This is an optimization exercise on Yosys and OpenROAD, whose aim is small area, not a production implementation.
At most, simulation tests tie the RTL to the original design; equivalence was not proved.
Power and IR drop assume default switching activity.

Setup of red:
==> flow/design.v <==
`timescale 1 ns / 1 ps
module usb_interface_v1_0 #
(
	parameter RESET_CYCLES = 100,
	parameter  C_M00_AXI_START_DATA_VALUE	= 32'h00000000,
	parameter  C_M00_AXI_TARGET_SLAVE_BASE_ADDR	= 32'h00000000,
	parameter integer C_M00_AXI_ADDR_WIDTH	= 32,
	parameter integer C_M00_AXI_DATA_WIDTH	= 32,
	parameter integer C_M00_AXI_TRANSACTIONS_NUM	= 4
) (
	input wire [(8 - 1):0] usb_data_in,
	output wire [(8 - 1):0] usb_data_out,
	output wire usb_data_oe,
	input wire [(1 + 4 + 4 + 16)-8-1:0] usb_addr,
	input wire usb_rd_n,
	input wire usb_wr_n,
	input wire usb_ce_n,
	output wire sw_reset_n,
	input wire  m00_axi_aclk,
	input wire  m00_axi_aresetn,
	output wire [C_M00_AXI_ADDR_WIDTH-1 : 0] m00_axi_awaddr,
	output wire [2 : 0] m00_axi_awprot,
	output wire  m00_axi_awvalid,
	input wire  m00_axi_awready,
	output wire [C_M00_AXI_DATA_WIDTH-1 : 0] m00_axi_wdata,
	output wire [C_M00_AXI_DATA_WIDTH/8-1 : 0] m00_axi_wstrb,
	output wire  m00_axi_wvalid,
	input wire  m00_axi_wready,
	input wire [1 : 0] m00_axi_bresp,
	input wire  m00_axi_bvalid,
	output wire  m00_axi_bready,
	output wire [C_M00_AXI_ADDR_WIDTH-1 : 0] m00_axi_araddr,
	output wire [2 : 0] m00_axi_arprot,
	output wire  m00_axi_arvalid,
	input wire  m00_axi_arready,
	input wire [C_M00_AXI_DATA_WIDTH-1 : 0] m00_axi_rdata,
	input wire [1 : 0] m00_axi_rresp,
	input wire  m00_axi_rvalid,
	output wire  m00_axi_rready
);
	wire clk = m00_axi_aclk;
	wire rstn = m00_axi_aresetn;
	wire [((1 + 4 + 4 + 16) - 1):0] flit = {usb_addr, usb_data_in};
	wire parity_err = ^flit;
	wire [3:0] ftype = flit[23:20];
	wire [3:0] flen = flit[19:16];
	wire [15:0] payload = flit[15:0];
	reg r_ce_n;
	wire ce_edge = r_ce_n & ~usb_ce_n;
	wire rd_en = ce_edge & ~usb_rd_n;
	wire wr_en = ce_edge & ~usb_wr_n;
	wire stuck = rd_en & (usb_addr == 17'h0FF_FF);
	localparam S_WAIT = 4'd0;
	localparam S_RA   = 4'd1;    
	localparam S_WR   = 4'd2;    
	localparam S_SR   = 4'd3;    
	localparam S_WA   = 4'd7;    
	localparam S_WU   = 4'd4;    
	localparam S_WL   = 4'd5;    
	localparam S_SW   = 4'd6;    
	localparam S_SD   = 4'd8;    
	localparam S_RST  = 4'd9;    
	localparam S_R0   = 4'd12;   
	localparam S_R1   = 4'd13;   
	localparam S_R2   = 4'd14;   
	reg [3:0] state;
	reg [3:0] len;             
	reg [31:0] addr;           
	reg [15:0] wup;            
	reg [31:0] wword;          
	reg enq_pulse;             
	reg [4:0] wcount;          
	reg [1:0] rcount_hi;       
	reg [4:0] cnt;             
	reg [3:0] rptr;            
	reg [1:0] byte_cnt;
	reg rdeq_pulse;
	reg [7:0] resp_out;
	reg [1:0] isout_pipe;
	reg r_read_valid;
	reg r_rvalid;
	reg r_read_req, r_read_req_d;
	reg r_write_valid, r_write_valid_d;
	reg r_awvalid, r_wvalid, r_bready, r_arvalid;
	reg r_awready, r_wready;
	reg [31:0] r_awaddr, r_wdata, r_araddr;
	reg [31:0] rbuf [0:13];
	reg [15:0] rb14_lo;
	wire st_wait = state == S_WAIT;
	wire st_wr = state == S_WR;
	wire st_write = state == S_WU || state == S_WL || state == S_SW;
	wire wempty = wcount == cnt;
	wire rempty = cnt == 5'd0;
	wire write_valid = st_write & !wempty;
	wire write_deq = write_valid & r_awready & r_wready;
	wire read_enq = st_wr & r_rvalid & (cnt <= {1'b0, len});
	wire read_req = st_wr & !r_read_valid;
	wire rdeq = rdeq_pulse & !rempty;
	wire [31:0] addr_sum = addr + {cnt, 2'b00};
	wire [31:0] o_addr = (st_wr | write_valid) ? addr_sum : 32'd0;
	always @(posedge clk or negedge rstn) begin
		if (!rstn) begin
			state <= S_WAIT;
		end else if (stuck) begin
			state <= S_WAIT;
		end else begin
			case (state)
				S_WAIT: if (wr_en) begin
					if (parity_err) state <= S_R1;
					else case (ftype)
						4'h0: state <= S_RA;
						4'h2: state <= S_WA;
						4'h6: state <= S_RST;
						default: state <= S_R2;
					endcase
				end
				S_RA: if (wr_en) state <= (parity_err || ftype != 4'h1) ? S_R1 : S_WR;
				S_WA: if (wr_en) state <= parity_err ? S_R1 : (ftype == 4'h3) ? S_WU : S_R2;
				S_WU: if (wr_en) state <= parity_err ? S_R1 : (ftype == 4'h4) ? S_WL : S_R2;
				S_WL: if (wr_en) state <= parity_err ? S_R1 :
					(ftype == 4'h5) ? ((wcount[3:0] == len) ? S_SW : S_WU) : S_R2;
				S_SW: if (wempty && !enq_pulse) state <= S_R0;
				S_WR: if (cnt == {1'b0, len} + 5'd1) state <= S_SR;
				S_SR: if (rd_en) state <= S_SD;
				S_SD: if (rempty) state <= S_R0;
				S_RST: if ({rcount_hi, wcount} == RESET_CYCLES) state <= S_R0;
				S_R0, S_R1, S_R2: if (rd_en) state <= S_WAIT;
				default: state <= S_WAIT;
			endcase
		end
	end
	always @(posedge clk or negedge rstn) begin
		if (!rstn) begin
			r_ce_n <= 1'b1;
			byte_cnt <= 0;
			resp_out <= 8'hff;
			isout_pipe <= 0;
		end else begin
			r_ce_n <= usb_ce_n;
			isout_pipe <= {isout_pipe[0], (usb_ce_n == 1'b0 && usb_rd_n == 1'b0)};
			if (state == S_SD && rd_en)
				byte_cnt <= byte_cnt + 2'd1;
			if (rd_en) begin
				case (state)
					S_SR: resp_out <= 8'h03;
					S_SD: resp_out <= rempty ? 8'h00 : rhead[byte_cnt * 8 +: 8];
					S_R0: resp_out <= 8'h00;
					S_R1: resp_out <= 8'h01;
					S_R2: resp_out <= 8'h02;
					default: resp_out <= 8'hff;
				endcase
			end
		end
	end
	always @(posedge clk) begin
		if (st_wait) begin
			len <= flen;
			addr[31:16] <= payload;
		end
		if (state == S_RA || state == S_WA)
			addr[15:0] <= payload;
		enq_pulse <= state == S_WL && wr_en && !parity_err && ftype == 4'h5 && !stuck;
		rdeq_pulse <= state == S_SD && rd_en && byte_cnt == 2'd3;
		r_read_valid <= r_rvalid;
		r_rvalid <= m00_axi_rvalid;
		r_read_req <= read_req;
		r_read_req_d <= r_read_req;
		r_write_valid <= write_valid;
		r_write_valid_d <= r_write_valid;
		if (st_wait) begin
			{rcount_hi, wcount} <= 0;
			cnt <= 0;
			rptr <= 0;
		end else begin
			if (enq_pulse || state == S_RST)
				{rcount_hi, wcount} <= {rcount_hi, wcount} + 7'd1;
			if (read_enq | write_deq)
				cnt <= cnt + 5'd1;
			else if (rdeq)
				cnt <= cnt - 5'd1;
			if (rdeq)
				rptr <= rptr + 4'd1;
		end
	end
	wire [4:0] cnt_next = cnt + {4'd0, read_enq};
	wire rbuf_we = m00_axi_rvalid && (state == S_RA || st_wr) && !cnt_next[4];
	wire [3:0] widx = cnt_next[3:0];
	always @(posedge clk) begin
		if (rbuf_we && widx < 4'd14)
			rbuf[widx] <= m00_axi_rdata;
		if (rbuf_we && widx == 4'd14)
			rb14_lo <= m00_axi_rdata[15:0];
		if (state == S_WU)
			wup <= payload;
		else if (rbuf_we && widx == 4'd14)
			wup <= m00_axi_rdata[31:16];
		if (state == S_WL)
			wword <= {wup, payload};
		else if (rbuf_we && widx == 4'd15)
			wword <= m00_axi_rdata;
	end
	wire [31:0] rhead = (rptr == 4'd15) ? wword : (rptr == 4'd14) ? {wup, rb14_lo} : rbuf[rptr];
	wire raise_read = r_read_req & ~r_read_req_d;
	wire raise_write = r_write_valid & ~r_write_valid_d;
	always @(posedge clk) begin
		if (!rstn) begin
			r_awvalid <= 1'b0;
			r_wvalid <= 1'b0;
			r_bready <= 1'b0;
			r_arvalid <= 1'b0;
			r_awready <= 1'b0;
			r_wready <= 1'b0;
			r_awaddr <= 0;
			r_wdata <= C_M00_AXI_START_DATA_VALUE;
			r_araddr <= 0;
		end else begin
			if (raise_write)
				r_awvalid <= 1'b1;
			else if (m00_axi_awready)
				r_awvalid <= 1'b0;
			if (raise_write)
				r_wvalid <= 1'b1;
			else if (m00_axi_wready)
				r_wvalid <= 1'b0;
			if (r_awready && r_wready) begin
				r_awready <= 1'b0;
				r_wready <= 1'b0;
			end else begin
				if (m00_axi_awready)
					r_awready <= 1'b1;
				if (m00_axi_wready)
					r_wready <= 1'b1;
			end
			r_bready <= m00_axi_bvalid & ~r_bready;
			if (raise_read)
				r_arvalid <= 1'b1;
			else if (m00_axi_arready)
				r_arvalid <= 1'b0;
			if (raise_write) begin
				r_awaddr <= o_addr;
				r_wdata <= wempty ? 32'd0 : wword;
			end
			if (raise_read)
				r_araddr <= o_addr;
		end
	end
	assign usb_data_out = resp_out;
	assign usb_data_oe = isout_pipe[1];
	assign sw_reset_n = (state == S_RST) ? 1'b0 : 1'b1;
	assign m00_axi_awaddr = C_M00_AXI_TARGET_SLAVE_BASE_ADDR + r_awaddr;
	assign m00_axi_awprot = 3'b000;
	assign m00_axi_awvalid = r_awvalid;
	assign m00_axi_wdata = r_wdata;
	assign m00_axi_wstrb = 4'b1111;
	assign m00_axi_wvalid = r_wvalid;
	assign m00_axi_bready = r_bready;
	assign m00_axi_araddr = C_M00_AXI_TARGET_SLAVE_BASE_ADDR + r_araddr;
	assign m00_axi_arprot = 3'b001;
	assign m00_axi_arvalid = r_arvalid;
	assign m00_axi_rready = read_req;
endmodule
Settings: LEC_CHECK=0, CAP_MARGIN=20, CORE_MARGIN=2, CORE_UTILIZATION=75, PLACE_DENSITY=0.85, SLEW_MARGIN=20; clock period 10.0 ns.
standard.sh (not shown) runs the stock make flow with config.mk's settings and CLKGATE_MAP_FILE= SYNTH_SCRIPT=/design/flow/synth_recipe.tcl, a recipe that flattens the netlist after the stock synthesis.
==> flow/flow/run.sh <==
#!/bin/bash
# Layout: the standard synthesis and ORFS flow, with two changes after
# synthesis: the port buffers are the smallest buffer (buf_1) instead of the
# default pick, and clock tree synthesis uses larger sink clusters and adds
# no dummy loads.
set -euo pipefail
bash standard.sh synth > synth.log 2>&1
bash standard.sh \
  'BUFFER_PORTS_ARGS=-buffer_cell sky130_fd_sc_hd__buf_1' \
  'CTS_ARGS=-sink_clustering_enable -repair_clock_nets -dont_use_dummy_load -sink_clustering_size 25 -sink_clustering_max_diameter 80 -buf_list {sky130_fd_sc_hd__clkbuf_8 sky130_fd_sc_hd__clkbuf_16}' \
  finish > layout.log 2>&1
Changes in blue relative to red:
-- flow/design.v --
<<< red, line 211
			r_awready <= 1'b0;
			r_wready <= 1'b0;
			r_awaddr <= 0;
			r_wdata <= C_M00_AXI_START_DATA_VALUE;
			r_araddr <= 0;
		end else begin
			if (raise_write)
>>> blue, line 211
			r_awready <= 1'b0;
			r_wready <= 1'b0;
		end else begin
			if (raise_write)
<<< red, line 237
			else if (m00_axi_arready)
				r_arvalid <= 1'b0;
			if (raise_write) begin
				r_awaddr <= o_addr;
				r_wdata <= wempty ? 32'd0 : wword;
			end
			if (raise_read)
				r_araddr <= o_addr;
		end
	end
	assign usb_data_out = resp_out;
>>> blue, line 234
			else if (m00_axi_arready)
				r_arvalid <= 1'b0;
		end
	end
	wire [31:0] o_addr_r = (rstn & (st_wr | write_valid)) ? addr_sum : 32'd0;
	always @(posedge clk) begin
		if (raise_write | !rstn) begin
			r_awaddr <= o_addr_r;
			r_wdata <= (rstn & !wempty) ? wword : 32'd0;
		end
		if (raise_read | !rstn)
			r_araddr <= o_addr_r;
	end
	assign usb_data_out = resp_out;
Results
Comparing red and blue, the lower standard cell core area was measured on blue. Relative to red, the HPWL after detailed placement of blue is lower by 6.0%. Worst hold slack across all endpoints: red and blue compared, lower one is red. Comparing red and blue, the lower wire length was measured on blue. Arrival time at the worst endpoint (lower): blue. From red to blue the numbers moved as follows: non-clock buffer count now larger, overall power consumption now smaller, register-to-register slack now larger. Re fraction of power consumed by sequential logic: blue is 3.6 points up on red. Against red as the reference, blue delivers a lower die area.
No functional check of the RTL was part of red.

-- re-timing with driven ports --
Ports are ideal in the flow. The routed layouts listed here were re-timed in OpenROAD.
Step 1 sets driving cells, clkbuf_16 on the clock port and buf_2 on the other inputs (assumed; they add their load-dependent delay and slew).
Step 2, shift: input delay + t, output delay - t, t = (earliest + latest rising clock arrival at the registers) / 2. This alone moves slack from input paths to output paths.
Slacks: ideal / step 1 / step 2; pairs: ideal / step 1.
run | t (ns) | setup WS [ns] | worst hold slack (ns) | clock arrival spread, ns
red | 0.621 | 5.077 / 5.077 / 5.077 | 0.345 / 0.345 / 0.345 | 0.035 / 0.035
blue | 0.661 | 5.336 / 5.336 / 5.308 | 0.357 / 0.357 / 0.357 | 0.021 / 0.021
After both steps every run listed still meets setup and hold. For blue, which loses most, drivers alone change the setup slack by 0.000 ns; drivers and shift together by -0.028 ns.
